This design comes from an exercise in tuning for small area, a short achievable clock period and few clock cycles on the open sky130 flow, not from production work.
The RTL was checked by simulation tests, not by an equivalence proof against the original design.
Power and IR drop assume default switching activity.

## flow/design.v (module list and top-level ports; edited modules follow where they fit)
// module fa: 10 lines
// module sel3: 11 lines
// module top: 6113 lines
module top (
    input clk,
    input rst_n,
    input mode,
    input [7:0] din,
    input ram_en,
    output reg [7:0] dout,
    output reg out_data_flag
);
  // ...
==> flow/flow/run.sh <==
#!/bin/bash
# The standard layout with two changes to how it is made (the clock period
# and the constraints are the standard flow's own):
#  - the port buffers are plain buffers (buffer_ports would otherwise pick a
#    delay buffer, which slows the paths to the outputs); every port still gets
#    its buffer;
#  - timing repair aims for 6.7 ns of setup slack, so the resizer sizes the
#    cells on the longest paths as if the clock were 3.3 ns.
set -euo pipefail
export BUFFER_PORTS_ARGS="-buffer_cell sky130_fd_sc_hd__buf_4"
export SETUP_SLACK_MARGIN=6.7
bash standard.sh > standard.log 2>&1
==> flow/standard.sh <==
#!/bin/bash
# synth_recipe.tcl (not shown) runs the flow's synth.tcl, then flattens the netlist and writes it again
# the make line also repeats each setting of config.mk as NAME=value (left out here)
make -C /OpenROAD-flow-scripts/flow DESIGN_CONFIG=/design/flow/config.mk WORK_HOME=/design/flow/orfs CLKGATE_MAP_FILE= SYNTH_SCRIPT=/design/flow/synth_recipe.tcl "${@:-finish}"
==> flow/config.mk <==
export PLATFORM = sky130hd
export DESIGN_NAME = top
export DESIGN_NICKNAME = top
export VERILOG_FILES = /design/flow/design.v
export SDC_FILE = /design/flow/constraint.sdc
export NUM_CORES = 4
export LEC_CHECK = 0
export ABC_CLOCK_PERIOD_IN_PS = 3000
export CAP_MARGIN = 20
export CELL_PAD_IN_SITES_DETAIL_PLACEMENT = 1
export CELL_PAD_IN_SITES_GLOBAL_PLACEMENT = 1
export CORE_MARGIN = 2
export CORE_UTILIZATION = 40
export SLEW_MARGIN = 20
export SYNTH_HIERARCHICAL = 1
==> flow/constraint.sdc <==
create_clock -name core_clock -period 10.0 [get_ports {clk}]
set_input_delay 2.0000 -clock core_clock [delete_from_list [all_inputs] [get_ports {clk}]]
set_output_delay 2.0000 -clock core_clock [all_outputs]
set_load 0.01 [all_outputs]
==> qor.txt, run 1 <==
Outcome: no timing/DRC/antenna violations
Drt pass-1 iters: 20
DP Area: 83670 um2
Hold Path End: c3[0]
Worst clock skew: 66.72 ps
Share of cells above drive strength 1: 9.301%
Clk root buf: clkbuf_16
Worst path top cell family by delay: adder cells
FF-to-FF path depth: 5
Synth cell count leaders: 1011 x fa_1, 865 x a222oi_1, 794 x dfxtp_1, 692 x edfxtp_1, 530 x inv_1
Antenna viol nets, final: 0
Net switching power: 0.01058 W
Synthesized Nets: 6800
Non-CTS buffers: 213
Pre-CTS setup slack: 6469 ps
HPWL Detailed: 212100 um
Core Rows: 163
Area grow syn2layout: 13.61%
M2 GR Usage: 42.26%
Proportion of cell area occupied by registers: 41.43%
Post-synth EDFFs: 692
Multi-input gates: 3393
Worst path cell trace: nor2b_1 -> a222oi_1 -> fa_1 -> fa_1 -> fa_1
DRC Markers: 0
Hold path depth: 0
Reg-to-Reg End: k0_ra780
Synthesized-area fraction occupied by adder cells: 29.80%
Final Hold Fails: 0
Diode count: 6
Max frequency: 295.0 MHz
Max H-tree Level: 4
HP Class: flip-flop to flip-flop
First-pass GRT wire length: 428500 um
CTS tree: yes
CP peak stage delay: 790 ps
Layout Utilization: 45.66%
Total detailed-routing wirelength: 299500 um
Clock network area share: 6.661%
Testbench counts, summed over its fixed seeds: cycles 12,384.
==> run 2, diff against run 1 <==
--- a/flow/design.v
+++ b/flow/design.v
@@ -5854,23 +5854,23 @@
     reg [7:0] op_a, op_b;
     reg mac_first, mac_last_v, fin_v;
     always @(posedge clk) begin
         op_a <= issue ? sel_a : 8'd0;
         op_b <= sel_b;
         mac_first <= (fc_r == 2'd0) & (fc_c == 2'd0) & (fc_d == 2'd0);
     end
     always @(posedge clk, negedge rst_n) begin
-        if (~rst_n) begin mac_last_v <= 1'b0; fin_v <= 1'b0; out_data_flag <= 1'b0; end
+        if (~rst_n) begin mac_last_v <= 1'b0; fin_v <= 1'b0; end
         else begin
             mac_last_v <= issue & (fc_r == 2'd2) & (fc_c == 2'd2) & (fc_d == 2'd2);
             fin_v <= mac_last_v;
-            out_data_flag <= fin_v;
         end
     end
+    always @(posedge clk) out_data_flag <= fin_v;
     reg [19:0] acc_s, acc_c;
     wire [19:0] acc_sg = mac_first ? 20'd0 : acc_s;
     wire [19:0] acc_cg = mac_first ? 20'd0 : acc_c;
     wire f_pp1 = ~(op_a[0] & op_b[0]);
     wire f_pp2 = ~(op_a[0] & op_b[1]);
     wire f_pp3 = ~(op_a[0] & op_b[2]);
     wire f_pp4 = ~(op_a[0] & op_b[3]);
     wire f_pp5 = ~(op_a[0] & op_b[4]);
==> run 2 against run 1 <==
Effect of this change:
- still clean on timing, DRC and antenna
- die area about the same
- area after synthesis hardly changed
- design area shrank 0.11%
- clock skew fell by 24 ps
- sequential share of layout area is essentially flat
- non-clock buffer count down 4
- wire length about the same
- sequential power hardly changed
- worst setup slack better by 100 ps
- cell count about the same
- core utilization hardly changed
- critical path type unchanged
- largest cell class unchanged
==> qor.txt, run 2 <==
Initial core utilization: 40.19%
Critical Path RT: 10700 ps
Synth unique cells: 75
Setup Viol. Count Final: 0
Vias: 55380
Pins Over Slew Limit: 0
Non-Filler Instances: 8616
GP Congestion: 0.9372
Cells after Synth: 5509
FF-to-FF path depth: 5 (unchanged)
Seq/Total Area, Yosys: 47.04%
Most frequent cell after synthesis: fa_1
Worst clock skew: 42.82 ps (-23.90 ps)
Die width: 448.9 um
Most frequent cells in the layout: 1011 x fa_1, 865 x a222oi_1, 786 x dfxtp_1
Primary FF master, synth: dfxtp_1
Final min period: 3285 ps
Antenna viol nets, final: 0 (unchanged)
Async SR Flop Fraction: 1.458%
RSZ-0062 raised after global routing: true
Die area: 201500 um2
CTS Buf Count: 170
Post-synth EDFFs: 692 (unchanged)
Seq cells post-synth: 1509
Port Buf Inserts: 20
HP Class: flip-flop to flip-flop
Ys Warns: 7
Grt ovf: 0
CTS Buffer Depth: 3
CTS tree: yes
Critical Path Sink Type: flip-flop
Area leader, netlist: edfxtp_1
I/O pin cnt: 21
Outcome: no timing/DRC/antenna violations
Drt pass-1 iters: 17 (-15%)
Clk slew on worst S/H paths: 60 ps
# nets final: 7105
DRC Markers: 0 (unchanged)
Critical path class: flip-flop to flip-flop
Hold Path End: c2[1]
Largest net degree at the start of global routing: 166
Antenna violations before repair: 20
Clock Sinks: 1509
Worst EP arrival: 3980 ps
Reg-to-Reg End: k0_ra766
Setup Total Neg Slack: 0 ps
Layout Utilization: 45.61% (-0.050 points)
Hold WS: 326.5 ps
Cell repeated most along the worst path: fa_1
Placed Cells: 8268
Design Power: 0.02762 W
Area grow syn2layout: 13.50%
Synth cell count leaders: 1011 x fa_1, 865 x a222oi_1, 795 x dfxtp_1, 692 x edfxtp_1, 530 x inv_1
Overall Global Routing Usage: 29.42%
Avg WL per Cell: 34.74 um
Worst path slowest cell: edfxtp_1
Tcrit/Tclk final: 32.85%
Worst path cell trace: buf_4 -> a222oi_1 -> fa_1 -> fa_1 -> fa_1
Most common cell after layout, fill and taps aside: fa_1
Maximum vdd drop: 0.3355 mV
HPWL Detailed: 213500 um (+0.65%)
Share of cells above drive strength 1: 9.076% (-0.23 points)
Hold path depth: 0 (unchanged)
Start of the worst register-to-register path: lb16[5]
Max frequency: 304.5 MHz (+3.2%)
R2r setup slk: 6720 ps
Worst Min Path Start: c1[1]
Clk root buf: clkbuf_16
Lkg Pwr: 33.04 nW
Biggest regs: acc_c (20), acc_s (20)
Worst skew pair latency: 860 ps
Synth area leaders: edfxtp_1 26%, fa_1 26%, dfxtp_1 20%
PwrDens: 307.4 nW/um2
Syn_area_per_cell: 14.37 um2
Die H: 448.9 um
Least-Margin Pin Slew: 1326 ps
Core Rows: 163 (unchanged)
Post-Syn Area: 79170 um2
Max FO, Critical Path: 10
Type of origin of the critical path: flip-flop
Final Hold Fails: 0 (unchanged)
First-pass GRT wire length: 425100 um (-0.79%)
Initial drt markers: 12620
Vias in the first global route: 58850
Total core area: 197000 um2
Synthesized Nets: 6800 (unchanged)
Max H-tree Level: 4 (unchanged)
CP peak stage delay: 1070 ps (+280 ps)
Yosys top cell area share: 26.25%
Via density: 6.427
Max_cap viols: 0
Total detailed-routing wirelength: 299300 um (about the same)
Max_slew headroom: 11.57%
-- run 2: cell types whose count changed in the layout (fill, tap and decap cells not counted), moves of 6 or more --
| cell | previous run | this run |
|---|---|---|
| clkinv_2 | 20 | 28 |
| diode_2 | 6 | 15 |
| buf_4 | 190 | 184 |
| clkbuf_8 | 25 | 15 |
-- run 2: critical path, delay by kind of cell (launching register included) --
| family | cells | cell delay [ps] |
|---|---|---|
| compound gates | 1 | 150 |
| fa+ha+maj | 3 | 1540 |
| buf+inv | 1 | 360 |
| flops | 1 | 1070 |
-- run 2: stage by stage --
stage | setup slack (ps) | area [um2]
2_1_floorplan | 6250 | 79190
3_3_place_gp | 6385 | 83610
3_5_place_dp | 6700 | 83760
4_1_cts | 6667 | 89670
5_1_grt | 6660 | 89830
6_report | 6715 | 89860
-- run 2: worst max-delay path by stage --
stage / start / end / slack (ps) / depth (start not counted)
after floorplan: wwe_q / wm27[0] / 6250 / 3
after global placement: ps0[8] / k2_ra779 / 6390 / 5
after detailed placement: ps0[8] / k1_ra779 / 6700 / 5
after CTS: dout[3] / dout[3] / 6670 / 1
after global routing: wm10[3] / k1_ra779 / 6660 / 5
final: lb16[5] / k0_ra766 / 6720 / 5
-- run 2: per-module statistics from Yosys (local to each module, per instance) --
module / cell area, um2 / flops+latches / copies in the design
fa: 20.02 / 0 / 1007
sel3: 10.01 / 0 / 864
top: 50360 / 1509 / 1
-- run 2: layout make-up --
cell class	count	area, um2
clock buffer	232	4807
clock inverter	87	1056
inverter	531	1993
tap	2640	3303
antenna	15	37.54
timing repair buffer	209	1739
fill	19740	107200
sequential	1509	37260
multi-input combinational	3393	39660
-- run 2: logic make-up after synthesis --
group | synth area share [%]
AO/OA/AOI/OAI | 13.51
XOR/XNOR | 0.8171
adder cells (fa/ha/maj) | 29.80
buffers and inverters | 2.878
flip-flops | 47.04
multiplexers | 0.6701
AND/OR/NAND/NOR | 5.277
-- run 2: routing by layer --
layer	vias to the layer above	wire length (um)	global-route usage, %
li1	21790	-	-
met1	28620	116600	38.91
met2	4039	124300	41.77
met3	925	37590	9.876
met4	2	20820	17.61
met5	-	13	0.2604
-- run 2: report_power, final --
part	switching (W)	internal [W]
Clock	0.00276	0.00380
Combinational	0.00694	0.00538
Sequential	0.000859	0.00789
-- run 2: repair_timing --
action / CTS / global route
gates resized for setup: 17 / 5
pin swaps: 0 / 3
endpoints found under the setup margin: 9 / 15
hold buffers: 0 / 0
buffers inserted: 0 / 11
cloned: 0 / 0
Testbench counts of run 2, summed over its fixed seeds: cycles 12,384.
==> run 3, diff against run 2 <==
==> flow/flow/run.sh (replaced) <==
#!/bin/bash
# The standard layout with two changes to how it is made (the clock period
# and the constraints are the standard flow's own):
#  - the port buffers are plain buffers (buffer_ports would otherwise pick a
#    delay buffer, which slows the paths to the outputs); every port still gets
#    its buffer;
#  - timing repair aims for 7.0 ns of setup slack, so the resizer sizes the
#    cells on the longest paths as if the clock were 3.0 ns.
set -euo pipefail
export BUFFER_PORTS_ARGS="-buffer_cell sky130_fd_sc_hd__buf_4"
export SETUP_SLACK_MARGIN=7.0
bash standard.sh > standard.log 2>&1
==> run 3 against run 2 <==
Effect of this change:
- total power grew 3.1%
- largest cell class unchanged
- sequential power is essentially flat
- still clean
- synthesized cell count is the same
==> qor.txt, run 3 <==
Outcome: no timing/DRC/antenna violations
Lkg Pwr: 33.48 nW (+1.3%)
Die width: 448.9 um (unchanged)
Most frequent cells in the layout: 874 x fa_1, 865 x a222oi_1, 756 x dfxtp_1
Finished Cell Area: 91260 um2 (+1.6%)
Avg WL per Cell: 35.88 um (+3.3%)
Most frequent cell after synthesis: fa_1
Seq/Total Area, Yosys: 47.04% (unchanged)
Overall Global Routing Usage: 30.42% (+1.0 points)
Post-synth EDFFs: 692 (unchanged)
Clk root buf: clkbuf_16
Post-CTS Hold Buffers: 0 (unchanged)
Worst skew pair latency: 880 ps (+20 ps)
Final Hold Fails: 0 (unchanged)
Ys Warns: 7 (unchanged)
Cells after Synth: 5509 (unchanged)
Initial drt markers: 13900 (+10%)
Pins Over Slew Limit: 0 (unchanged)
Syn_area_per_cell: 14.37 um2 (unchanged)
Max H-tree Level: 4 (unchanged)
Max_cap viols: 0 (unchanged)
DRC Markers: 0 (unchanged)
Seq cells post-synth: 1509 (unchanged)
DP Area: 83510 um2 (-0.31%)
Grt ovf: 0 (unchanged)
Vias: 56250 (+1.6%)
CTS Buffer Depth: 3 (unchanged)
Clock Sinks: 1509 (unchanged)
First-pass GRT wire length: 437900 um (+3.0%)
Setup Viol. Count Final: 0 (unchanged)
Total core area: 197000 um2 (unchanged)
RSZ-0062 raised after global routing: true
Synth cell count leaders: 1011 x fa_1, 865 x a222oi_1, 795 x dfxtp_1, 692 x edfxtp_1, 530 x inv_1
CTS Buf Count: 170 (unchanged)
Final min period: 3446 ps (+161.1 ps)
Biggest regs: acc_c (20), acc_s (20)
Die area: 201500 um2 (unchanged)
Max FO, Critical Path: 6 (-4)
Post-Syn Area: 79170 um2 (unchanged)
Largest net degree at the start of global routing: 158 (-4.8%)
Primary FF master, synth: dfxtp_1
Antenna viol nets, final: 0 (unchanged)
Synth area leaders: edfxtp_1 26%, fa_1 26%, dfxtp_1 20%
Yosys top cell area share: 26.25% (unchanged)
Vias in the first global route: 59350 (+0.85%)
Area leader, netlist: edfxtp_1
Via density: 6.492 (+1.0%)
Max frequency: 290.2 MHz (-4.7%)
Worst EP arrival: 4200 ps (+220 ps)
CTS tree: yes
Critical path class: flip-flop to flip-flop
Total detailed-routing wirelength: 310900 um (+3.9%)
Maximum vdd drop: 0.3555 mV (+6.0%)
HPWL Detailed: 219500 um (+2.8%)
HP Class: flip-flop to flip-flop
Least-Margin Pin Slew: 1308 ps (-18.03 ps)
Hold WS: 325.7 ps (-0.7990 ps)
Port Buf Inserts: 20 (unchanged)
I/O pin cnt: 21 (unchanged)
Async SR Flop Fraction: 1.458% (unchanged)
Setup Total Neg Slack: 0 ps (unchanged)
Max_slew headroom: 12.77% (+1.2 points)
Synthesized Nets: 6800 (unchanged)
Share of cells above drive strength 1: 14.25% (+5.2 points)
Tcrit/Tclk final: 34.46% (+1.6 points)
Fillers: 19610 (-0.66%)
Critical Path Sink Type: flip-flop
Synth unique cells: 75 (unchanged)
Clk slew on worst S/H paths: 70 ps (about the same)
Critical Path RT: 10750 ps (+50 ps)
Type of origin of the critical path: flip-flop
Most common cell after layout, fill and taps aside: fa_1
Area grow syn2layout: 15.27%
GP Congestion: 0.9740 (+3.9%)
Die H: 448.9 um (unchanged)
PwrDens: 312.0 nW/um2 (+1.5%)
Drt pass-1 iters: 17 (unchanged)
Antenna violations before repair: 18 (-10%)
Worst clock skew: 61.03 ps (+18.21 ps)
Initial core utilization: 40.19% (unchanged)
Core Rows: 163 (unchanged)
# nets final: 7162 (+0.80%)
==> run 3: cell families after synthesis <==
family | after synthesis | share of synthesized area, %
AOI/OAI and AO/OA | 1176 | 13.51
xor gates and xnor gates | 73 | 0.8171
adders and majority gates | 1279 | 29.80
buffers and inverters | 607 | 2.878
DFF | 1509 | 47.04
muxes | 48 | 0.6701
and+or+nand+nor | 817 | 5.277
==> run 3: report_power, final <==
group / internal (W) / switching (W) / leakage, nW
clock: 0.00375 / 0.00278 / 2.84
sequential: 0.00791 / 0.000853 / 13.4
combinational: 0.00581 / 0.00737 / 17.2
total: 0.0175 / 0.0110 / 33.5
==> run 3: modules after synthesis, one instance, submodules excluded <==
module | flops+latches | cells inside | area, um2 | times used
top | 1509 | 3638 | 50360 | 1
fa | 0 | 1 | 20.02 | 1007
sel3 | 0 | 1 | 10.01 | 864
==> run 3: per-layer routing <==
| metal | vias to the layer above | GRT usage, % | wire length, um |
|---|---|---|---|
| li1 | 21880 | - | - |
| met1 | 29100 | 40.40 | 120500 |
| met2 | 4279 | 42.88 | 128500 |
| met3 | 979 | 10.56 | 40380 |
| met4 | 18 | 17.91 | 21160 |
| met5 | - | 0.4498 | 238 |
==> run 3: area by class of cell <==
cell class / count / area, um2 / area share, %
timing repair buffer: 266 / 2476 / 2.713
multi-input combinational: 3393 / 40310 / 44.16
clock buffer: 242 / 4832 / 5.295
clock inverter: 74 / 1016 / 1.113
antenna: 10 / 25.02 / 0.02742
inverter: 531 / 1993 / 2.184
sequential: 1509 / 37310 / 40.88
tap: 2640 / 3303 / 3.619
==> run 3: timing repair <==
action | in CTS | in global routing
setup buffers | 73 | 15
cloned | 5 | 0
pin swaps | 70 | 93
resized for setup | 179 | 185
endpoints found under the setup margin | 271 | 247
==> run 3: worst max-delay path, cell delays in order, from the launching register on <==
cell and delay [ps]:
edfxtp_1 440, buf_6 150, buf_6 110, buf_8 130, buf_16 150, buf_8 130
a222oi_1 850, fa_2 370, inv_2 40, fa_1 520, fa_2 450
==> run 3: stage by stage <==
step	power, W	std cells	utilization (%)	setup WS [ps]
after floorplan	0.01717	5509	-	6603
after global placement	0.02126	8242	42.38	6664
after detailed placement	0.02168	8244	42.39	6671
after CTS	0.02859	8638	46.00	6640
after global routing	0.03105	8660	46.32	6568
final	0.02847	8665	46.32	6554
==> run 3: final timing paths <==
check / cells after the start / start / endpoint / slack, ps
min in group asynchronous: 1 / rst_n / fc_c[1] / 1070
max: 10 / lb0[7] / k2_ra780 / 6550
max reg2reg: 10 / lb0[7] / k2_ra780 / 6550
max in group asynchronous: 1 / rst_n / pwe_q / 8580
min reg2reg: 0 / r1 / r2 / 330
min: 0 / r1 / r2 / 330

==> separate check: timing with driven ports <==
In the flow no input, the clock included, has a driving cell. The finished layouts below were timed again as built, in two steps.
Step 1, drivers: a clkbuf_16 drives clk and a buf_2 each remaining input, both assumed.
Step 2 times the ports against the registers' clock, not the clock port: input delays grow and output delays shrink by t, the midpoint of the rising clock arrivals with the driver on.
a / b / c = ideal / step 1 / step 2; a / b = the first two.
| run | t (ns) | setup slack, ns | hold WS [ns] | latest minus earliest clock arrival (ns) |
|---|---|---|---|---|
| run 1 | 0.941 | 6.611 / 6.529 / 6.611 | 0.315 / 0.315 / 0.315 | 0.066 / 0.067 |
| run 2 | 0.924 | 6.715 / 6.655 / 6.715 | 0.327 / 0.327 / 0.327 | 0.049 / 0.049 |
| run 3 | 0.932 | 6.554 / 6.554 / 6.554 | 0.326 / 0.326 / 0.326 | 0.062 / 0.062 |
After both steps setup and hold are still met in every run listed.
